This design comes from an exercise in tuning for small area on the open sky130 flow, not from production work. The RTL was checked by simulation tests, not by an equivalence proof against the original design. No activity file was given, so power comes from the tool's default toggle rates.

## flow/config.mk

```make
export PLATFORM = sky130hd
export DESIGN_NAME = WSG_8CH
export DESIGN_NICKNAME = WSG_8CH
export VERILOG_FILES = /design/flow/design.v
export SDC_FILE = /design/flow/constraint.sdc
export NUM_CORES = 8
export LEC_CHECK = 0
export CAP_MARGIN = 20
export CORE_MARGIN = 2
export CORE_UTILIZATION = 40
export SLEW_MARGIN = 20
```

## flow/run.sh

```bash
#!/bin/bash
# synth_recipe.tcl (not shown) runs the flow's synth.tcl, then flattens the netlist and writes it again
# the make line also repeats each setting of config.mk as NAME=value (left out here)
make -C /OpenROAD-flow-scripts/flow DESIGN_CONFIG=/design/flow/config.mk WORK_HOME=/design/flow/orfs CLKGATE_MAP_FILE= SYNTH_SCRIPT=/design/flow/synth_recipe.tcl finish
```

## flow/constraint.sdc

```tcl
create_clock -name core_clock -period 10.0 [get_ports {CLK24M}]
set_input_delay 2.0000 -clock core_clock [delete_from_list [all_inputs] [get_ports {CLK24M}]]
set_output_delay 2.0000 -clock core_clock [all_outputs]
set_load 0.01 [all_outputs]
```

## flow/design.v

```verilog
module WSG_8CH
(
	input			 CLK24M,
	input			 RESET,
	input	 [5:0] ADDR,
	input  [7:0] DATA,
	input			 WE,
	input			 SND_ENABLE,
	output [7:0] WAVE_AD,
	input  [3:0] WAVE_DT,
	output reg [7:0] SOUT
);
reg	[9:0] clk24k_cnt;
wire  STEP_WSGx8 = (clk24k_cnt[6:0] == 7'h7F);		 
wire	STEP_WSG   = (clk24k_cnt[9:0] == 10'h1FF);	 
reg	 [7:0] fl [0:7];
reg	 [7:0] fm [0:7];
reg	 [3:0] fh [0:7];
reg	 [2:0] fv [0:7];
reg	 [3:0]  v [0:7];
wire	 [2:0] ra = ADDR[5:3];
integer i;
always @( posedge CLK24M ) begin
	if ( RESET ) begin
		for ( i = 0; i < 8; i = i + 1 ) begin
			v[i]  <= 4'h0;
			fl[i] <= 8'h0;
			fm[i] <= 8'h0;
			fh[i] <= 4'h0;
			fv[i] <= 3'h0;
		end
	end
	else if ( WE ) begin
		case ( ADDR[2:0] )
		3'h3:  v[ra] <= DATA[3:0];
		3'h4: fl[ra] <= DATA;
		3'h5: fm[ra] <= DATA;
		3'h6: begin
				fh[ra] <= DATA[3:0];
				fv[ra] <= DATA[6:4];
				end
		default: ;
		endcase
	end
	clk24k_cnt <= RESET ? 10'h0 : clk24k_cnt+1;
end
reg	[2:0]	phase;
reg	[7:0] o, ot;
reg  [19:0] c [0:7];
reg   [7:0] wa;
reg   [3:0] wm;
reg			en;
wire  [7:0] va = WAVE_DT * wm;
wire [19:0] cx = c[phase];
wire [19:0] fq = { fh[phase], fm[phase], fl[phase] };
assign WAVE_AD  = wa;
always @ ( posedge CLK24M ) begin
	if ( RESET ) begin
		for ( i = 0; i < 8; i = i + 1 )
			c[i] <= 20'h0;
		o     <= 8'h0;
		ot    <= 8'h0;
		en    <= 1'b0;
		wm    <= 4'h0;
		wa    <= 8'h0;
		phase <= 3'h0;
	end
	else if ( STEP_WSGx8 ) begin
		if ( phase ) begin
			ot <= ot + (en ? { 4'h0, va[7:4] } : 0);
		end
		else begin
			o  <= ot;
			ot <= (en ? { 4'h0, va[7:4] } : 0);
		end
		c[phase] <= cx + fq;
		en       <= (fq!=0);
		wm       <= v[phase];
		wa       <= { fv[phase], cx[19:15] };
		phase    <= phase + 1;
	end
end
wire [6:0] wsgmix = ( o[6:0] | {7{o[7]}} );
always @ ( posedge CLK24M ) begin
	if ( RESET )
		SOUT <= 8'h0;
	else if ( STEP_WSG )
		SOUT <= SND_ENABLE ? { wsgmix, 1'b0 } : 0;
end
endmodule
```

==> results of run 1 <==
-- stage by stage --
| step | hold slack, ps | worst slack (ps) | total power, uW | instance area (um^2) | std cells |
|---|---|---|---|---|---|
| 2_1_floorplan | 430.3 | 4628 | 2201 | 20390 | 1538 |
| 3_3_place_gp | 444.3 | 3886 | 2285 | 21370 | 2175 |
| 3_5_place_dp | 446.3 | 3857 | 2290 | 21370 | 2175 |
| 4_1_cts | 453.0 | 4411 | 3936 | 22820 | 2256 |
| 5_1_grt | 483.8 | 4045 | 4035 | 22810 | 2256 |
| 6_report | 451.2 | 4380 | 3911 | 22810 | 2256 |
-- flip-flops by register name (all words and copies together), names as in the netlist, named ones only --
signal,count
fv,24
c,160
wm,4
clk24k_cnt,10
SOUT,7
fh,32
o,8
v,32
wa,8
fm,64
ot,8
fl,64
en,1
phase,3
-- worst max-delay path by stage --
| stage | to | cells past startpoint | from |
|---|---|---|---|
| after floorplan | ot[6] | 18 | WAVE_DT[0] |
| after global placement | ot[6] | 19 | WAVE_DT[1] |
| after detailed placement | ot[6] | 19 | WAVE_DT[1] |
| after CTS | ot[6] | 19 | WAVE_DT[1] |
| after global routing | ot[6] | 19 | WAVE_DT[0] |
| final | ot[6] | 19 | WAVE_DT[1] |
-- cells in the final DEF, fill, tap and decap left out, types with 20 or more instances in the layout --
cell type        netlist  final
dfxtp_1               52     49
clkbuf_16              0     48
nand2_1               60     60
nor2_1               246    245
a21oi_1               48     48
buf_4                  3     20
mux2_2                41     41
and2_1               227    227
clkdlybuf4s50_1        0     32
nor3_1                22     22
edfxtp_1             376    376
ha_1                  36     36
mux4_2                90     90
or2_2                 33     33
-- final cells by class --
type	count	area [um^2]	share of cell area, %
flip-flops and latches	428	12340	54.11
multi-input cells	1002	7625	33.42
clock buffers	57	1256	5.507
repair buffers	56	490.5	2.150
inverters	17	63.81	0.2797
clock inverters	24	192.7	0.8447
well taps	672	840.8	3.686
-- cells by family after synthesis --
| family | count (synthesis) |
|---|---|
| adder cells (fa/ha/maj) | 41 |
| buffers and inverters | 108 |
| XOR/XNOR | 36 |
| AO/OA/AOI/OAI | 122 |
| other | 1 |
| AND/OR/NAND/NOR | 657 |
| flip-flops | 428 |
| multiplexers | 145 |
-- metal layers --
layer	wire length, um	global-route usage (%)
met2	23470	31.01
met1	21250	25.48
met5	0	0
met4	624	3.185
met3	2589	2.703
-- power by group --
part	switching, uW	total [uW]	internal [uW]
combinational	151	224	73.3
clock	695	1660	963
sequential	21.2	2030	2010
-- worst min-delay path: stages (launching register included) --
cell and delay (ps):
dfxtp_1 310, nand2_1 50, a21oi_1 50
==> qor.txt, run 1 <==
status = timing/DRC/antenna clean
Post-Route WL = 47.93 mm
post-synthesis mux area share = 12.89%
largest net degree at the start of global routing = 62
GRT Total Usage = 18.33%
max frequency = 177.9 MHz
Synth Register Bits = 428
initial antenna violation count = 1
Mean Syn Cell Area = 13.26 um^2
setup TNS = 0 ps
r2r endpoint = c[0][15]
Leak Pwr = 0.007855 uW
total global routing overflow = 0
Hold Vio Cnt, Final = 0
num rows = 82
Setup Skew = 23.73 ps
final core utilization = 45.38%
hold worst-path end = SOUT[4]
Die ar. = 0.05281 mm^2
Synth Area in Adders = 2.700%
Die Width = 229.8 um
max incr delay on CP = 530 ps
Initial Utilization = 40.56%
drt pass-1 iters = 5
Synth top cells by count = edfxtp_1, nor2_1, and2_1, mux4_2, clkbuf_1
R2R cell count = 11
placer congestion estimate = 0.8153
first-pass GRT wire length = 74.34 mm
worst slew pin tran = 1064 ps
H-tree depth = 2
Post-CTS Setup Repair Bufs = 0
share of flip-flops with an asynchronous set or reset = 0%
IO Port Bufs = 36
critical path capture point type = flop
fill count = 4,543
area of the mapped netlist = 0.02039 mm^2
R2R setup slack = 4730 ps
post-synthesis compound-gate area fraction = 3.749%
Most used DFF post-synth = edfxtp_1
Max Root-Sink Buffers = 3
unrepaired setup endpoints after global routing = false
HPWL Detailed = 31.05 mm
CTS Buf Count = 45
Worst-Skew Late Latency = 560 ps
Tmin final = 5620 ps
Worst Hold Launch = SOUT[4]
Slew HR = 28.85%
Yosys top cell area share = 55.37%
number of synthesized flops with an enable pin = 376
# DRC = 0
clock transition at the registers of the reported paths = 60 ps
vias per cell = 5.360
post-DR wirelength/cell = 21.25 um
CP Launch Type = input pin
DRT iter0 DRCs = 950
share of layout cells above drive strength 1 = 16.86%
top-level I/O count = 38
clk root buf = clkbuf_16
synth unique cells = 54
max-cap check violation count = 0
Mapped Nets = 1,601
period utilization = 56.20%
Final nets = 1,613
Post-CTS Hold Fix Bufs = 0
clk sinks = 428
sequential-to-total area share from yosys stat = 60.47%
yosys warns = 1
post-CTS resize count = 0
Core Area = 0.05027 mm^2
number of global-route vias before repair = 12,290
most common cell in the synthesized netlist = edfxtp_1
via count = 12,090
top cells by area, synth = edfxtp_1, mux4_2, and2_1
Inserted Diodes = 0
cell family with the largest share of critical-path delay = adder cells
Worst Path Buf+Inv = 3
Pwr Density = 171.4 mW/mm^2
cell mode on critical path = fa_1
largest family of logic cells by synthesized area = simple AND/OR/NAND/NOR gates
CP Cell Sequence = clkdlybuf4s50_1, nand2_1, fa_1, inv_1, fa_1, ha_1, nand4_1, o21bai_1, xor2_1, and2_1, ha_1, inv_1, fa_1, nor2b_1, o21ai_0, a21oi_1, nand3_1, xor2_1, nor3_1
antenna-violating nets left = 0
leading area contributor after synthesis = edfxtp_1
required time of the critical path = 10,470 ps
max-slew violation count = 0
maximum vdd drop = 0.1100 mV
Synth-to-Final Area Change = 11.86%
peak fanout along the critical path = 4
Worst path slowest cell = clkdlybuf4s50_1
kind of critical path = input pin to flop
CP arrival = 6090 ps
Worst Hold Depth = 2
Post-Syn Instances = 1,538
Synth Area in Simple Gates = 16.35%
CTS tree = built
Post-Synth XOR/XNOR Area = 1.620%
HP Class = flop to flop
die height = 229.8 um
# setup viols final = 0
==> inputs of run 2 (changes only) <==
==> flow/design.v (replaced) <==
module WSG_8CH
(
	input			 CLK24M,
	input			 RESET,
	input	 [5:0] ADDR,
	input  [7:0] DATA,
	input			 WE,
	input			 SND_ENABLE,
	output [7:0] WAVE_AD,
	input  [3:0] WAVE_DT,
	output [7:0] SOUT
);
integer i;
reg	[6:0] cnt;
reg	[7:0] sel;		 
wire	step   = (cnt == 7'h7F);
wire	step_o = step & sel[3];
wire	[7:0] cc;
wire	[6:0] cnt_inc;
assign cc[0] = 1'b1;
genvar g;
generate for ( g = 0; g < 7; g = g + 1 ) begin : cinc
	assign cnt_inc[g] = cnt[g] ^ cc[g];
	assign cc[g+1]    = cnt[g] & cc[g];
end endgenerate
always @( posedge CLK24M ) begin
	cnt <= RESET ? 7'h0 : cnt_inc;
	sel <= RESET ? 8'h1 : step ? { sel[6:0], sel[7] } : sel;
end
wire	ld_s   = step & ~RESET;
wire	hold_s = ~step & ~RESET;
reg	 [7:0] fl [0:7];
reg	 [7:0] fm [0:7];
reg	 [3:0] fh [0:7];
reg	 [2:0] fv [0:7];
reg	 [3:0]  v [0:7];
wire	 [7:0] d = DATA & {8{~RESET}};
wire	 [7:0] vsel = 8'h1 << ADDR[5:3];
wire	 [7:0] w3, w4, w5, w6;
generate for ( g = 0; g < 8; g = g + 1 ) begin : chreg
	assign w3[g] = RESET | (WE & vsel[g] & (ADDR[2:0] == 3'h3));
	assign w4[g] = RESET | (WE & vsel[g] & (ADDR[2:0] == 3'h4));
	assign w5[g] = RESET | (WE & vsel[g] & (ADDR[2:0] == 3'h5));
	assign w6[g] = RESET | (WE & vsel[g] & (ADDR[2:0] == 3'h6));
	always @( posedge CLK24M ) begin
		v[g]  <= ({4{w3[g]}} & d[3:0]) | ({4{~w3[g]}} & v[g]);
		fl[g] <= ({8{w4[g]}} & d)      | ({8{~w4[g]}} & fl[g]);
		fm[g] <= ({8{w5[g]}} & d)      | ({8{~w5[g]}} & fm[g]);
		fh[g] <= ({4{w6[g]}} & d[3:0]) | ({4{~w6[g]}} & fh[g]);
		fv[g] <= ({3{w6[g]}} & d[6:4]) | ({3{~w6[g]}} & fv[g]);
	end
end endgenerate
reg [19:0] fq;
reg  [3:0] vq;
reg  [2:0] fvq;
always @* begin
	fq = 20'h0; vq = 4'h0; fvq = 3'h0;
	for ( i = 0; i < 8; i = i + 1 ) begin
		fq  = fq  | ({20{sel[i]}} & { fh[i], fm[i], fl[i] });
		vq  = vq  | ({4{sel[i]}} & v[i]);
		fvq = fvq | ({3{sel[i]}} & fv[i]);
	end
end
reg  [19:0] ring [0:6];
reg  [19:0] R;
reg         first;		 
wire [19:0] sum;
wire [20:0] sc;
assign sc[0] = 1'b0;
generate for ( g = 0; g < 20; g = g + 1 ) begin : radd
	assign sum[g]  = R[g] ^ fq[g] ^ sc[g];
	assign sc[g+1] = (R[g] & fq[g]) | (sc[g] & (R[g] ^ fq[g]));
end endgenerate
always @( posedge CLK24M ) begin
	ring[0] <= step ? sum : ring[6];
	for ( i = 1; i < 7; i = i + 1 )
		ring[i] <= ring[i-1];
end
wire ld_r = ld_s & ~first;
always @( posedge CLK24M ) begin
	R     <= ({20{ld_r}} & ring[6]) | ({20{hold_s}} & R);
	first <= RESET | (first & ~(step & sel[6]));
end
reg   [7:0] wa;
reg   [3:0] wm;		 
reg   [6:0] o, ot;
reg   [6:0] so;
wire  [7:0] va = WAVE_DT * wm;
wire  [6:0] add = { 3'h0, va[7:4] };
wire        p0 = sel[0];
wire  [6:0] ot_n = (p0 ? 7'h0 : ot) + add;
wire        ld_o = ld_s & p0;
wire        hold_o = ~RESET & ~(step & p0);
wire  [3:0] wm_n = (fq != 20'h0) ? vq : 4'h0;
wire        ld_so = step_o & ~RESET;
wire        hold_so = ~step_o & ~RESET;
assign WAVE_AD = wa;
assign SOUT    = { so, 1'b0 };
always @( posedge CLK24M ) begin
	ot <= ({7{ld_s}} & ot_n) | ({7{hold_s}} & ot);
	o  <= ({7{ld_o}} & ot) | ({7{hold_o}} & o);
	wm <= ({4{ld_s}} & wm_n) | ({4{hold_s}} & wm);
	wa <= ({8{ld_s}} & { fvq, R[19:15] }) | ({8{hold_s}} & wa);
	so <= ({7{ld_so & SND_ENABLE}} & o) | ({7{hold_so}} & so);
end
endmodule
--- a/flow/config.mk
+++ b/flow/config.mk
@@ -8,4 +8,6 @@
 export CAP_MARGIN = 20
 export CORE_MARGIN = 2
 export CORE_UTILIZATION = 40
+export CTS_BUF_LIST = sky130_fd_sc_hd__clkbuf_8
+export CTS_CLUSTER_SIZE = 30
 export SLEW_MARGIN = 20
==> qor.txt, run 2 <==
Post-Synth XOR/XNOR Area = 0.5406% (was 1.620%)
max incr delay on CP = 460 ps (was 530 ps)
post-synthesis compound-gate area fraction = 11.76% (was 3.749%)
setup TNS = 0 ps (unchanged)
Post-CTS Hold Fix Bufs = 0 (unchanged)
Most used DFF post-synth = edfxtp_1 (unchanged)
CP arrival = 9400 ps (was 6090 ps)
top-level I/O count = 38 (unchanged)
CTS Buf Count = 66 (was 45)
Leak Pwr = 0.005926 uW (was 0.007855 uW)
drt pass-1 iters = 7 (was 5)
Synth Area in Adders = 4.737% (was 2.700%)
placer congestion estimate = 0.7726 (was 0.8153)
maximum vdd drop = 0.09056 mV (was 0.1100 mV)
final instance area = 0.01677 mm^2 (was 0.02281 mm^2)
fill count = 3,171 (was 4,543)
Initial Utilization = 40.80% (was 40.56%)
Mean Syn Cell Area = 14.65 um^2 (was 13.26 um^2)
Tmin final = 8984 ps (was 5620 ps)
Synth-to-Final Area Change = 15.03% (was 11.86%)
clk root buf = clkbuf_8 (was clkbuf_16)
dpl ws = 964.5 ps (was 3857 ps)
max frequency = 111.3 MHz (was 177.9 MHz)
post-CTS resize count = 0 (unchanged)
antenna-violating nets left = 0 (unchanged)
DRT iter0 DRCs = 574 (was 950)
Pwr Density = 209.6 mW/mm^2 (was 171.4 mW/mm^2)
leading area contributor after synthesis = edfxtp_1 (unchanged)
# DRC = 0 (unchanged)
final core utilization = 46.93% (was 45.38%)
top cells by area, synth = edfxtp_1, dfxtp_1, a22oi_1 (was edfxtp_1, mux4_2, and2_1)
Synth top cells by count = edfxtp_1, dfxtp_1, nand2_1, a22oi_1, a21oi_1 (was edfxtp_1, nor2_1, and2_1, mux4_2, clkbuf_1)
Post-CTS Setup Repair Bufs = 0 (unchanged)
Core Area = 0.03574 mm^2 (was 0.05027 mm^2)
Yosys top cell area share = 44.48% (was 55.37%)
HP Class = flop to flop (unchanged)
max-cap check violation count = 0 (unchanged)
Max Root-Sink Buffers = 3 (unchanged)
largest net degree at the start of global routing = 68 (was 62)
post-synthesis mux area share = 0.06865% (was 12.89%)
Die Width = 194.9 um (was 229.8 um)
required time of the critical path = 10,420 ps (was 10,470 ps)
Worst path slowest cell = fa_1 (was clkdlybuf4s50_1)
Hold Vio Cnt, Final = 0 (unchanged)
HPWL Detailed = 17.90 mm (was 31.05 mm)
share of flip-flops with an asynchronous set or reset = 0% (unchanged)
commonest cells after routing, fill and taps aside = edfxtp_1, dfxtp_1, nand2_1 (was edfxtp_1, nor2_1, and2_1)
most common cell after layout, fill and taps aside = edfxtp_1 (unchanged)
CP Launch Type = flop (was input pin)
period utilization = 89.84% (was 56.20%)
CTS tree = built (unchanged)
number of global-route vias before repair = 8,028 (was 12,290)
unrepaired setup endpoints after global routing = false (unchanged)
number of synthesized flops with an enable pin = 216 (was 376)
max-slew violation count = 0 (unchanged)
first-pass GRT wire length = 46.32 mm (was 74.34 mm)
Inserted Diodes = 0 (unchanged)
critical path capture point type = flop (unchanged)
clk sinks = 425 (was 428)
via count = 8,145 (was 12,090)
# setup viols final = 0 (unchanged)
vias per cell = 5.171 (was 5.360)
share of layout cells above drive strength 1 = 11.40% (was 16.86%)
initial antenna violation count = 0 (was 1)
worst slew pin tran = 1028 ps (was 1064 ps)
Slew HR = 31.34% (was 28.85%)
post-DR wirelength/cell = 18.93 um (was 21.25 um)
yosys warns = 7 (was 1)
area of the mapped netlist = 0.01458 mm^2 (was 0.02039 mm^2)
most common cell in the synthesized netlist = edfxtp_1 (unchanged)
num rows = 69 (was 82)
Synth Area in Simple Gates = 6.762% (was 16.35%)
placed cell areas = 0.01540 mm^2 (was 0.02137 mm^2)
Worst-Skew Late Latency = 570 ps (was 560 ps)
largest family of logic cells by synthesized area = compound AO/OA/AOI/OAI gates (was simple AND/OR/NAND/NOR gates)
total global routing overflow = 0 (unchanged)
Post-Route WL = 29.82 mm (was 47.93 mm)
cell mode on critical path = fa_1 (unchanged)
GRT Total Usage = 15.86% (was 18.33%)
Setup Skew = 21.44 ps (was 23.73 ps)
die height = 194.9 um (was 229.8 um)
Final nets = 1,132 (was 1,613)
Mapped Nets = 1,059 (was 1,601)
clock transition at the registers of the reported paths = 60 ps (about the same)
synth unique cells = 47 (was 54)
Post-Syn Instances = 995 (was 1,538)
Final Worst Setup Slack = 1016 ps (was 4380 ps)
status = timing/DRC/antenna clean (unchanged)
H-tree depth = 3 (was 2)
sequential-to-total area share from yosys stat = 73.18% (was 60.47%)
Synth Register Bits = 425 (was 428)
Die ar. = 0.03800 mm^2 (was 0.05281 mm^2)
kind of critical path = flop to flop (was input pin to flop)
peak fanout along the critical path = 3 (was 4)
IO Port Bufs = 36 (unchanged)
## run 2: through the flow
step / total power (uW) / cells / hold WS, ps
floorplan: 2016 / 995 / 309.6
global placement: 2067 / 1461 / 309.7
detailed placement: 2070 / 1461 / 312.1
CTS: 3551 / 1575 / 309.8
global route: 3642 / 1575 / 315.5
finish: 3516 / 1575 / 308.6
## run 2: report_power, final
| part | switching (uW) | internal (uW) | total [uW] |
|---|---|---|---|
| clock network | 634 | 850 | 1480 |
| logic | 68.6 | 29.5 | 98.1 |
| registers | 20.5 | 1910 | 1930 |
## run 2: cell type report
cell class,instances,area (um^2),share of cell area (%)
clock buffers,80,1101,6.564
clock inverters,34,267.8,1.596
inverters,35,131.4,0.7832
multi-input cells,483,3513,20.95
flip-flops and latches,425,10670,63.61
well taps,461,576.8,3.439
repair buffers,57,513.0,3.058
## run 2: worst paths after layout
path	slack, ps	to	startpoint	cells past startpoint
hold reg to reg	310	ring[3][6]	ring[2][6]	0
hold / removal	310	ring[3][6]	ring[2][6]	0
setup reg to reg	1020	ring[0][19]	sel[3]	28
setup / recovery	1020	ring[0][19]	sel[3]	28
## run 2: cell families (layout without fill, tap and decap cells)
family,count (synthesis),count (layout)
compound gates,240,240
xor+xnor,9,9
fa+ha+maj,42,42
buf+inv,87,206
flops,425,425
mux,1,1
other cells,1,1
simple gates,190,190
## run 2: worst max-delay path: cells and delay by family (launching register included)
family,cells,cell delay (ps)
adder cells (fa/ha/maj),19,7490
flip-flops,1,360
XOR/XNOR,2,310
AND/OR/NAND/NOR,1,210
buffers and inverters,4,240
AO/OA/AOI/OAI,2,190
## run 2: routing by layer
layer	track usage, %	wire length (um)	up-vias
met4	5.287	622	0
met1	22.99	14260	4018
met3	3.280	1740	56
met2	23.82	13190	251
met5	0	0	-
li1	-	-	3820
==> inputs of run 3 (changes only) <==
--- a/flow/config.mk
+++ b/flow/config.mk
@@ -8,6 +8,4 @@
 export CAP_MARGIN = 20
 export CORE_MARGIN = 2
 export CORE_UTILIZATION = 40
-export CTS_BUF_LIST = sky130_fd_sc_hd__clkbuf_8
-export CTS_CLUSTER_SIZE = 30
 export SLEW_MARGIN = 20
==> qor.txt, run 3 <==
Mapped Nets = 1,059 (unchanged)
share of layout cells above drive strength 1 = 10.23% (was 11.40%)
most common cell in the synthesized netlist = edfxtp_1 (unchanged)
placer congestion estimate = 0.7726 (unchanged)
Worst-Skew Late Latency = 540 ps (was 570 ps)
Yosys top cell area share = 44.48% (unchanged)
share of flip-flops with an asynchronous set or reset = 0% (unchanged)
top-level I/O count = 38 (unchanged)
drt pass-1 iters = 5 (was 7)
unrepaired setup endpoints after global routing = false (unchanged)
post-CTS resize count = 0 (unchanged)
Post-CTS Setup Repair Bufs = 0 (unchanged)
num rows = 69 (unchanged)
HPWL Detailed = 17.90 mm (unchanged)
Core Area = 0.03574 mm^2 (unchanged)
Mean Syn Cell Area = 14.65 um^2 (unchanged)
period utilization = 90.01% (was 89.84%)
max-cap check violation count = 0 (unchanged)
CTS Buf Count = 41 (was 66)
Worst Setup SP = sel[3] (unchanged)
CP Launch Type = flop (unchanged)
Most used DFF post-synth = edfxtp_1 (unchanged)
top cells by area, synth = edfxtp_1, dfxtp_1, a22oi_1 (unchanged)
Die Width = 194.9 um (unchanged)
# setup viols final = 0 (unchanged)
vias per cell = 5.203 (was 5.171)
Setup Skew = 27.62 ps (was 21.44 ps)
Slew HR = 30.52% (was 31.34%)
Synth top cells by count = edfxtp_1, dfxtp_1, nand2_1, a22oi_1, a21oi_1 (unchanged)
Pwr Density = 217.3 mW/mm^2 (was 209.6 mW/mm^2)
area of the mapped netlist = 0.01458 mm^2 (unchanged)
setup TNS = 0 ps (unchanged)
Hold Vio Cnt, Final = 0 (unchanged)
total global routing overflow = 0 (unchanged)
peak fanout along the critical path = 3 (unchanged)
status = timing/DRC/antenna clean (unchanged)
R2R setup slack = 1000 ps (was 1020 ps)
GRT Total Usage = 15.61% (was 15.86%)
Initial Utilization = 40.80% (unchanged)
R2R cell count = 28 (unchanged)
clk root buf = clkbuf_16 (was clkbuf_8)
number of synthesized flops with an enable pin = 216 (unchanged)
IO Port Bufs = 36 (unchanged)
max incr delay on CP = 470 ps (was 460 ps)
Post-CTS Hold Fix Bufs = 0 (unchanged)
sequential-to-total area share from yosys stat = 73.18% (unchanged)
largest net degree at the start of global routing = 68 (unchanged)
synth unique cells = 47 (unchanged)
yosys warns = 7 (unchanged)
worst slew pin tran = 1040 ps (was 1028 ps)
Inserted Diodes = 0 (unchanged)
Tmin final = 9001 ps (was 8984 ps)
max frequency = 111.1 MHz (was 111.3 MHz)
leading area contributor after synthesis = edfxtp_1 (unchanged)
antenna-violating nets left = 0 (unchanged)
initial antenna violation count = 0 (unchanged)
crit path to = ring[0][19] (unchanged)
critical path capture point type = flop (unchanged)
HP Class = flop to flop (unchanged)
CP arrival = 9370 ps (was 9400 ps)
non-filler instance count after layout = 1,536 (was 1,575)
r2r endpoint = ring[0][19] (unchanged)
kind of critical path = flop to flop (unchanged)
Synth-to-Final Area Change = 15.75% (was 15.03%)
Post-Syn Instances = 995 (unchanged)
post-DR wirelength/cell = 19.33 um (was 18.93 um)
die height = 194.9 um (unchanged)
DP Cell Count = 1,461 (unchanged)
cell mode on critical path = fa_1 (unchanged)
Tot Pwr = 3667 uW (was 3516 uW)
Worst Hold Launch = ring[3][0] (was ring[2][6])
H-tree depth = 2 (was 3)
Post-Route WL = 29.68 mm (was 29.82 mm)
clk sinks = 425 (unchanged)
Max Root-Sink Buffers = 3 (unchanged)
first-pass GRT wire length = 45.86 mm (was 46.32 mm)
reg2reg start = sel[3] (unchanged)
DRT iter0 DRCs = 708 (was 574)
Final nets = 1,107 (was 1,132)
commonest cells after routing, fill and taps aside = edfxtp_1, dfxtp_1, nand2_1 (unchanged)
most common cell after layout, fill and taps aside = edfxtp_1 (unchanged)
Die ar. = 0.03800 mm^2 (unchanged)
max-slew violation count = 0 (unchanged)
Worst Hold Depth = 0 (unchanged)
Synth Register Bits = 425 (unchanged)
number of global-route vias before repair = 7,821 (was 8,028)
maximum vdd drop = 0.1399 mV (was 0.09056 mV)
Worst path slowest cell = fa_1 (unchanged)
Leak Pwr = 0.005896 uW (was 0.005926 uW)
required time of the critical path = 10,370 ps (was 10,420 ps)
via count = 7,992 (was 8,145)
clock transition at the registers of the reported paths = 60 ps (about the same)
# DRC = 0 (unchanged)
CTS tree = built (unchanged)
run 3: cells by family (layout without fill, tap and decap cells):
logic type / after synthesis / count (layout) / synth area share [%]
simple gates: 190 / 190 / 6.762
compound gates: 240 / 240 / 11.76
xor+xnor: 9 / 9 / 0.5406
other cells: 1 / 1 / 0.02572
buf+inv: 87 / 167 / 2.935
flops: 425 / 425 / 73.18
mux: 1 / 1 / 0.06865
fa+ha+maj: 42 / 42 / 4.737
run 3: how the worst min path moves through the flow:
stage / to / slack (ps)
after floorplan: ring[1][0] / 310
after global placement: ring[4][6] / 310
after detailed placement: ring[2][16] / 310
after CTS: ring[4][0] / 320
after global routing: ring[4][13] / 320
final: ring[4][0] / 320
run 3: final cells by class:
cell class	count	area [um^2]
Fill cell	3139	18860
Sequential cell	425	10670
Clock buffer	53	1242
Clock inverter	22	227.7
Inverter	35	131.4
Timing Repair Buffer	57	513.0
Multi-Input combinational cell	483	3516
Tap cell	461	576.8
run 3: through the flow:
stage	utilization, %	hold WS (ps)	setup slack, ps	cell area (um^2)
6_report	47.22	317.4	999.0	16880
5_1_grt	47.22	323.7	558.8	16880
4_1_cts	47.19	317.6	909.8	16870
3_5_place_dp	43.08	312.1	964.5	15400
3_3_place_gp	43.08	309.7	979.6	15400
2_1_floorplan	-	309.6	1182	14580
run 3: layer usage:
layer / GRT usage [%] / share of wire [%] / vias up
met1: 22.87 / 48 / 3951
met2: 24.09 / 44 / 235
met5: 0 / 0 / -
met4: 4.411 / 2.1 / 0
met3: 2.481 / 5.6 / 45
li1: - / - / 3761
run 3: power by group:
group	switching (uW)	internal, uW	leakage [uW]
logic	69.1	29.6	0.00140
registers	20.8	1910	0.00377
clock network	648	987	0.000732
run 3: worst max-delay path, delay by kind of cell (launching register included):
| kind | cells | cell delay (ps) |
|---|---|---|
| AOI/OAI and AO/OA | 2 | 190 |
| xor gates and xnor gates | 2 | 300 |
| adders and majority gates | 19 | 7500 |
| buffers and inverters | 4 | 240 |
| DFF | 1 | 360 |
| and+or+nand+nor | 1 | 210 |
==> inputs of run 4 (changes only) <==
--- a/flow/design.v
+++ b/flow/design.v
@@ -83,23 +83,26 @@
 end
 reg   [7:0] wa;
 reg   [3:0] wm;		 
-reg   [6:0] o, ot;
+reg   [3:0] f;
+reg   [6:0] ot, o;
 reg   [6:0] so;
-wire  [7:0] va = WAVE_DT * wm;
-wire  [6:0] add = { 3'h0, va[7:4] };
-wire        p0 = sel[0];
-wire  [6:0] ot_n = (p0 ? 7'h0 : ot) + add;
-wire        ld_o = ld_s & p0;
-wire        hold_o = ~RESET & ~(step & p0);
+wire        it = (wm != 4'h0);
+wire  [4:0] fs = { 1'b0, f } + { 1'b0, WAVE_DT };
+wire  [6:0] ot_inc = ot + { 6'h0, it & fs[4] };
+wire  [3:0] wm_dec = wm - { 3'h0, it };
 wire  [3:0] wm_n = (fq != 20'h0) ? vq : 4'h0;
+wire        p7 = step & sel[7];
+wire        ld_o = p7 & ~RESET;
+wire        hold_o = ~p7 & ~RESET;
 wire        ld_so = step_o & ~RESET;
 wire        hold_so = ~step_o & ~RESET;
 assign WAVE_AD = wa;
 assign SOUT    = { so, 1'b0 };
 always @( posedge CLK24M ) begin
-	ot <= ({7{ld_s}} & ot_n) | ({7{hold_s}} & ot);
+	f  <= {4{it}} & fs[3:0];
+	ot <= {7{hold_o}} & ot_inc;
 	o  <= ({7{ld_o}} & ot) | ({7{hold_o}} & o);
-	wm <= ({4{ld_s}} & wm_n) | ({4{hold_s}} & wm);
+	wm <= ({4{ld_s}} & wm_n) | ({4{hold_s}} & wm_dec);
 	wa <= ({8{ld_s}} & { fvq, R[19:15] }) | ({8{hold_s}} & wa);
 	so <= ({7{ld_so & SND_ENABLE}} & o) | ({7{hold_so}} & so);
 end
--- a/flow/config.mk
+++ b/flow/config.mk
@@ -8,4 +8,7 @@
 export CAP_MARGIN = 20
 export CORE_MARGIN = 2
 export CORE_UTILIZATION = 40
+export CTS_BUF_LIST = sky130_fd_sc_hd__clkbuf_8
+export CTS_CLUSTER_DIAMETER = 100
+export CTS_CLUSTER_SIZE = 15
 export SLEW_MARGIN = 20
==> qor.txt, run 4 <==
Post-Route WL = 28.78 mm (was 29.68 mm)
Initial Utilization = 40.47% (was 40.80%)
Final nets = 1,053 (was 1,107)
vias per cell = 5.190 (was 5.203)
via count = 7,645 (was 7,992)
r2r endpoint = ring[0][19] (unchanged)
Post-CTS Setup Repair Bufs = 0 (unchanged)
Synth top cells by count = edfxtp_1, dfxtp_1, a22oi_1, nand2_1, inv_1 (was edfxtp_1, dfxtp_1, nand2_1, a22oi_1, a21oi_1)
Mapped Nets = 1,011 (was 1,059)
post-CTS resize count = 0 (unchanged)
Post-CTS Hold Fix Bufs = 0 (unchanged)
status = timing/DRC/antenna clean (unchanged)
Worst path slowest cell = fa_1 (unchanged)
share of layout cells above drive strength 1 = 7.213% (was 10.23%)
Hold Vio Cnt, Final = 0 (unchanged)
number of synthesized flops with an enable pin = 216 (unchanged)
placer congestion estimate = 0.7833 (was 0.7726)
Post-Syn Instances = 956 (was 995)
max-slew violation count = 0 (unchanged)
Mean Syn Cell Area = 14.98 um^2 (was 14.65 um^2)
critical path capture point type = flop (unchanged)
kind of critical path = flop to flop (unchanged)
grt met3 use = 2.319% (was 2.481%)
Worst Setup SP = sel[0] (was sel[3])
CTS Buf Count = 34 (was 41)
unrepaired setup endpoints after global routing = false (unchanged)
reg2reg start = sel[0] (was sel[3])
clock transition at the registers of the reported paths = 90 ps (was 60 ps)
most common cell after layout, fill and taps aside = edfxtp_1 (unchanged)
leading area contributor after synthesis = edfxtp_1 (unchanged)
initial antenna violation count = 0 (unchanged)
clk sinks = 429 (was 425)
Leak Pwr = 0.005379 uW (was 0.005896 uW)
most common cell in the synthesized netlist = edfxtp_1 (unchanged)
commonest cells after routing, fill and taps aside = edfxtp_1, dfxtp_1, a22oi_1 (was edfxtp_1, dfxtp_1, nand2_1)
Final Worst Setup Slack = 842.1 ps (was 999.0 ps)
HPWL Detailed = 17.56 mm (was 17.90 mm)
worst slew pin tran = 1017 ps (was 1040 ps)
largest net degree at the start of global routing = 64 (was 68)
synth unique cells = 44 (was 47)
Die ar. = 0.03734 mm^2 (was 0.03800 mm^2)
M2 GR Usage = 24.07% (was 24.09%)
required time of the critical path = 10,400 ps (was 10,370 ps)
IO Port Bufs = 36 (unchanged)
first-pass GRT wire length = 44.85 mm (was 45.86 mm)
area of the mapped netlist = 0.01432 mm^2 (was 0.01458 mm^2)
num rows = 69 (unchanged)
clk root buf = clkbuf_8 (was clkbuf_16)
maximum vdd drop = 0.1042 mV (was 0.1399 mV)
fill count = 3,165 (was 3,139)
R2R cell count = 26 (was 28)
cell mode on critical path = fa_1 (unchanged)
number of global-route vias before repair = 7,711 (was 7,821)
share of flip-flops with an asynchronous set or reset = 0% (unchanged)
Pwr Density = 191.1 mW/mm^2 (was 217.3 mW/mm^2)
R2R setup slack = 840 ps (was 1000 ps)
max frequency = 109.2 MHz (was 111.1 MHz)
dpl ws = 768.7 ps (was 964.5 ps)
antenna-violating nets left = 0 (unchanged)
Worst Hold Depth = 0 (unchanged)
yosys warns = 7 (unchanged)
Inserted Diodes = 0 (unchanged)
Most used DFF post-synth = edfxtp_1 (unchanged)
Worst Path Buf+Inv = 3 (was 4)
Core Area = 0.03540 mm^2 (was 0.03574 mm^2)
Synth-to-Final Area Change = 9.931% (was 15.75%)
Worst-Skew Late Latency = 550 ps (was 540 ps)
peak fanout along the critical path = 28 (was 3)
Tmin final = 9158 ps (was 9001 ps)
DRT iter0 DRCs = 731 (was 708)
busiest metal layer after global routing = met2 (unchanged)
setup TNS = 0 ps (unchanged)
placed cell areas = 0.01517 mm^2 (was 0.01540 mm^2)
total global routing overflow = 0 (unchanged)
CTS tree = built (unchanged)
GRT Total Usage = 15.42% (was 15.61%)
CP Launch Type = flop (unchanged)
top-level I/O count = 38 (unchanged)
cell family with the largest share of critical-path delay = adder cells (unchanged)
max-cap check violation count = 0 (unchanged)
post-DR wirelength/cell = 19.54 um (was 19.33 um)
# setup viols final = 0 (unchanged)
Synth Register Bits = 429 (was 425)
max incr delay on CP = 460 ps (was 470 ps)
final instance area = 0.01575 mm^2 (was 0.01688 mm^2)
sequential-to-total area share from yosys stat = 75.05% (was 73.18%)
Max Root-Sink Buffers = 3 (unchanged)
crit path to = ring[0][19] (unchanged)
HP Class = flop to flop (unchanged)
period utilization = 91.58% (was 90.01%)
Yosys top cell area share = 45.28% (was 44.48%)
# DRC = 0 (unchanged)
H-tree depth = 2 (unchanged)
Crit path depth = 26 (was 28)
drt pass-1 iters = 5 (unchanged)
grt met1 use = 22.63% (was 22.87%)
CP arrival = 9550 ps (was 9370 ps)
Setup Skew = 23.45 ps (was 27.62 ps)
Slew HR = 32.04% (was 30.52%)
top cells by area, synth = edfxtp_1, dfxtp_1, a22oi_1 (unchanged)
Die Width = 193.2 um (was 194.9 um)
die height = 193.2 um (was 194.9 um)
==> run 4: final cells by class <==
| cell class | count | area [um^2] | area share, % |
|---|---|---|---|
| Sequential cell | 429 | 10750 | 68.27 |
| Multi-Input combinational cell | 446 | 3239 | 20.57 |
| Tap cell | 461 | 576.8 | 3.663 |
| Clock buffer | 37 | 509.2 | 3.234 |
| Timing Repair Buffer | 55 | 498.0 | 3.162 |
| Inverter | 32 | 120.1 | 0.7628 |
| Clock inverter | 13 | 53.80 | 0.3416 |
==> run 4: worst min-delay path by stage <==
| stage | startpoint | endpoint | slack [ps] |
|---|---|---|---|
| floorplan | ring[0][0] | ring[1][0] | 310 |
| global route | ring[3][7] | ring[4][7] | 330 |
| CTS | ring[3][1] | ring[4][1] | 320 |
| detailed placement | ring[0][13] | ring[1][13] | 310 |
| global placement | ring[2][16] | ring[3][16] | 310 |
| finish | ring[3][1] | ring[4][1] | 320 |
==> run 4: logic make-up after synthesis <==
| kind of cell | Yosys count | share of synthesized area [%] |
|---|---|---|
| fa+ha+maj | 33 | 3.878 |
| compound gates | 218 | 11.00 |
| buf+inv | 81 | 2.577 |
| simple gates | 180 | 6.595 |
| other cells | 1 | 0.02618 |
| xor+xnor | 11 | 0.6726 |
| mux | 3 | 0.2096 |
| flops | 429 | 75.05 |
==> run 4: metrics by stage <==
step,hold WS [ps],total power (uW),cells,utilization (%)
finish,322.0,3010,1473,44.49
global route,333.4,3138,1473,44.49
CTS,315.2,3043,1473,44.45
detailed placement,312.1,2191,1423,42.86
global placement,309.5,2186,1423,42.86
floorplan,309.6,2121,956,-
==> run 4: report_power, final <==
part | switching, uW | internal [uW]
Clock | 520 | 339
Sequential | 30.2 | 1940
Combinational | 108 | 68.8
==> run 4: worst register-to-register path, stage by stage (launching register included) <==
cell	delay, ps
dfxtp_1	340
buf_4	370
a22oi_1	160
and4_1	230
fa_1	390
fa_1	430
fa_1	430
fa_1	430
fa_1	440
fa_1	430
fa_1	420
fa_1	420
fa_1	420
fa_1	430
fa_1	460
fa_1	440
fa_1	420
fa_1	440
fa_1	410
inv_1	80
fa_1	160
inv_1	50
fa_1	410
fa_1	410
xnor2_1	180
xnor2_1	130
o21ai_0	80
==> run 4: metal layers <==
layer  share of wire [%]  up-vias
met5                   0        -
met4                 1.6        0
met3                 5.4       42
met2                  45      197
met1                  48     3806
li1                    -     3600
==> inputs of run 5 (changes only) <==
==> flow/flow/run.sh (new file) <==
#!/bin/bash
# Layout flow: the standard ORFS flow (standard.sh), unchanged synthesis,
# with a smaller clock tree (larger sink clusters, no dummy loads) and
# minimum-size buffers on the input and output ports.
set -euo pipefail
CTS="-sink_clustering_enable -repair_clock_nets -dont_use_dummy_load -buf_list sky130_fd_sc_hd__clkbuf_8 -sink_clustering_size 15 -sink_clustering_max_diameter 100"
BP="-inputs -outputs -buffer_cell sky130_fd_sc_hd__buf_1"
bash standard.sh synth > synth.log 2>&1
bash standard.sh "CTS_ARGS=$CTS" "BUFFER_PORTS_ARGS=$BP" finish > layout.log 2>&1
==> flow/standard.sh (new file) <==
#!/bin/bash
# synth_recipe.tcl (not shown) runs the flow's synth.tcl, then flattens the netlist and writes it again
# the make line also repeats each setting of config.mk as NAME=value (left out here)
make -C /OpenROAD-flow-scripts/flow DESIGN_CONFIG=/design/flow/config.mk WORK_HOME=/design/flow/orfs CLKGATE_MAP_FILE= SYNTH_SCRIPT=/design/flow/synth_recipe.tcl "${@:-finish}"
--- a/flow/config.mk
+++ b/flow/config.mk
@@ -8,7 +8,4 @@
 export CAP_MARGIN = 20
 export CORE_MARGIN = 2
 export CORE_UTILIZATION = 40
-export CTS_BUF_LIST = sky130_fd_sc_hd__clkbuf_8
-export CTS_CLUSTER_DIAMETER = 100
-export CTS_CLUSTER_SIZE = 15
 export SLEW_MARGIN = 20
removed: flow/run.sh
==> qor.txt, run 5 <==
status = timing/DRC/antenna clean (unchanged)
Post-Syn Instances = 956 (unchanged)
cell mode on critical path = fa_1 (unchanged)
Worst path slowest cell = fa_1 (unchanged)
maximum vdd drop = 0.08616 mV (was 0.1042 mV)
required time of the critical path = 10,350 ps (was 10,400 ps)
Post-CTS Setup Repair Bufs = 0 (unchanged)
Hold Slack = 313.9 ps (was 322.0 ps)
R2R setup slack = 900 ps (was 840 ps)
HPWL Detailed = 17.54 mm (was 17.56 mm)
share of flip-flops with an asynchronous set or reset = 0% (unchanged)
top cells by area, synth = edfxtp_1, dfxtp_1, a22oi_1 (unchanged)
number of global-route vias before repair = 7,613 (was 7,711)
hold worst-path end = ring[5][10] (was ring[4][1])
max-cap check violation count = 0 (unchanged)
reg2reg start = sel[1] (was sel[0])
clk sinks = 429 (unchanged)
period utilization = 90.96% (was 91.58%)
DP Cell Count = 1,423 (unchanged)
Hold Vio Cnt, Final = 0 (unchanged)
kind of critical path = flop to flop (unchanged)
vias per cell = 5.256 (was 5.190)
max incr delay on CP = 450 ps (was 460 ps)
max frequency = 109.9 MHz (was 109.2 MHz)
Synth-to-Final Area Change = 7.703% (was 9.931%)
antenna-violating nets left = 0 (unchanged)
Leak Pwr = 0.005202 uW (was 0.005379 uW)
area of the mapped netlist = 0.01432 mm^2 (unchanged)
setup TNS = 0 ps (unchanged)
drt pass-1 iters = 5 (unchanged)
DRT iter0 DRCs = 738 (was 731)
clk root buf = clkbuf_8 (unchanged)
Post-CTS Hold Fix Bufs = 0 (unchanged)
number of synthesized flops with an enable pin = 216 (unchanged)
final instance area = 0.01543 mm^2 (was 0.01575 mm^2)
commonest cells after routing, fill and taps aside = edfxtp_1, dfxtp_1, a22oi_1 (unchanged)
Final nets = 1,054 (was 1,053)
yosys warns = 7 (unchanged)
Synth Register Bits = 429 (unchanged)
post-DR wirelength/cell = 19.76 um (was 19.54 um)
worst slew pin tran = 1067 ps (was 1017 ps)
Core Area = 0.03540 mm^2 (unchanged)
Mean Syn Cell Area = 14.98 um^2 (unchanged)
non-filler instance count after layout = 1,458 (was 1,473)
Die ar. = 0.03734 mm^2 (unchanged)
Worst Hold Depth = 0 (unchanged)
Setup Skew = 56.15 ps (was 23.45 ps)
critical path capture point type = flop (unchanged)
Worst-Skew Late Latency = 550 ps (about the same)
Tmin final = 9096 ps (was 9158 ps)
Pwr Density = 191.7 mW/mm^2 (was 191.1 mW/mm^2)
# DRC = 0 (unchanged)
GRT Total Usage = 15.57% (was 15.42%)
r2r endpoint = ring[0][19] (unchanged)
Worst Path Buf+Inv = 4 (was 3)
initial antenna violation count = 0 (unchanged)
Max Root-Sink Buffers = 3 (unchanged)
register area = 0.01075 mm^2 (unchanged)
IO Port Bufs = 36 (unchanged)
R2R cell count = 28 (was 26)
num rows = 69 (unchanged)
synth unique cells = 44 (unchanged)
first-pass GRT wire length = 45.29 mm (was 44.85 mm)
sequential-to-total area share from yosys stat = 75.05% (unchanged)
area of the multi-input gates = 0.003229 mm^2 (was 0.003239 mm^2)
largest net degree at the start of global routing = 56 (was 64)
CTS tree = built (unchanged)
Initial Utilization = 40.47% (unchanged)
most common cell in the synthesized netlist = edfxtp_1 (unchanged)
max-slew violation count = 0 (unchanged)
Slew HR = 28.71% (was 32.04%)
Synth top cells by count = edfxtp_1, dfxtp_1, a22oi_1, nand2_1, inv_1 (unchanged)
Inserted Diodes = 0 (unchanged)
cell family with the largest share of critical-path delay = adder cells (unchanged)
post-CTS resize count = 0 (unchanged)
clock transition at the registers of the reported paths = 100 ps (was 90 ps)
CP arrival = 9450 ps (was 9550 ps)
top-level I/O count = 38 (unchanged)
die height = 193.2 um (unchanged)
placed cell areas = 0.01495 mm^2 (was 0.01517 mm^2)
fill count = 3,138 (was 3,165)
Yosys top cell area share = 45.28% (unchanged)
share of layout cells above drive strength 1 = 6.820% (was 7.213%)
leading area contributor after synthesis = edfxtp_1 (unchanged)
CTS Buf Count = 34 (unchanged)
HP Class = flop to flop (unchanged)
peak fanout along the critical path = 3 (was 28)
Worst Hold Launch = ring[4][10] (was ring[3][1])
unrepaired setup endpoints after global routing = false (unchanged)
via count = 7,663 (was 7,645)
most common cell after layout, fill and taps aside = edfxtp_1 (unchanged)
Die Width = 193.2 um (unchanged)
H-tree depth = 2 (unchanged)
# setup viols final = 0 (unchanged)
placer congestion estimate = 0.7750 (was 0.7833)
total global routing overflow = 0 (unchanged)
Most used DFF post-synth = edfxtp_1 (unchanged)
CP Launch Type = flop (unchanged)
Mapped Nets = 1,011 (unchanged)
Post-Route WL = 28.81 mm (was 28.78 mm)
## run 5: through the flow
stage | util (%) | worst slack (ps) | total power, uW
2_1_floorplan | - | 1058 | 2121
3_3_place_gp | 42.24 | 962.5 | 2181
3_5_place_dp | 42.24 | 882.9 | 2187
4_1_cts | 43.57 | 807.3 | 2986
5_1_grt | 43.59 | 474.7 | 3081
6_report | 43.59 | 903.6 | 2957
## run 5: kinds of logic (layout without fill, tap and decap cells)
logic type	Yosys count	in the layout	share of synthesized area [%]
AO/OA/AOI/OAI	218	218	11.00
XOR/XNOR	11	11	0.6726
adder cells (fa/ha/maj)	33	33	3.878
buffers and inverters	81	122	2.577
flip-flops	429	429	75.05
multiplexers	3	3	0.2096
other	1	1	0.02618
AND/OR/NAND/NOR	180	180	6.595
## run 5: worst max path at each step
stage                 from     endpoint  cells after the start
floorplan           sel[7]  ring[0][19]                     29
global placement    sel[0]  ring[0][19]                     28
detailed placement  sel[0]  ring[0][19]                     28
CTS                 sel[1]  ring[0][19]                     28
global route        sel[1]  ring[0][19]                     28
finish              sel[1]  ring[0][19]                     28
## run 5: power by group
part	switching [uW]	total, uW	internal (uW)
clock network	504	810	307
logic	108	173	64.4
registers	30.1	1970	1940
total	642	2960	2320
## run 5: final cells by class
cell class	instances	share of cell area (%)
Sequential cell	429	69.68
Multi-Input combinational cell	446	20.93
Tap cell	461	3.739
Clock buffer	34	3.033
Timing Repair Buffer	56	1.841
Inverter	32	0.7785
## run 5: metal layers
| layer | vias up | wire length, um | global-route usage [%] | share of wire [%] |
|---|---|---|---|---|
| li1 | 3582 | - | - | - |
| met1 | 3826 | 13690 | 23.30 | 48 |
| met2 | 218 | 13010 | 24.03 | 45 |
| met3 | 37 | 1656 | 2.319 | 5.7 |
| met4 | 0 | 457 | 3.534 | 1.6 |
| met5 | - | 0 | 0 | 0 |

-- separate check: timing with driven ports --
In the flow no input, the clock included, has a driving cell. The finished layouts below were timed again as built, in two steps.
Step 1 (the two cells are an assumption about what drives the block):
set clk [get_ports {CLK24M}]
set_driving_cell -lib_cell sky130_fd_sc_hd__clkbuf_16 $clk
set_driving_cell -lib_cell sky130_fd_sc_hd__buf_2 [delete_from_list [all_inputs] $clk]
Step 2 adds t to the input delays and takes it off the output delays; t is the mean of the earliest and latest rising clock arrival at the registers after step 1. Input paths then give back, and output paths get back, about the clock's delay inside the block.
a / b / c = no drivers / after step 1 / after step 2; a / b = the first two.
| run | t, ns | setup WS [ns] | clock arrival spread, ns |
|---|---|---|---|
| run 1 | 0.601 | 4.380 / 4.410 / 3.809 | 0.024 / 0.024 |
| run 2 | 0.615 | 1.016 / 1.016 / 1.016 | 0.023 / 0.023 |
| run 3 | 0.576 | 0.999 / 0.999 / 0.999 | 0.031 / 0.031 |
| run 4 | 0.585 | 0.842 / 0.842 / 0.842 | 0.025 / 0.025 |
| run 5 | 0.569 | 0.904 / 0.904 / 0.904 | 0.057 / 0.057 |
After both steps setup and hold are still met in every run listed. For run 1, which loses most, drivers alone change the setup slack by +0.030 ns; drivers and shift together by -0.571 ns.
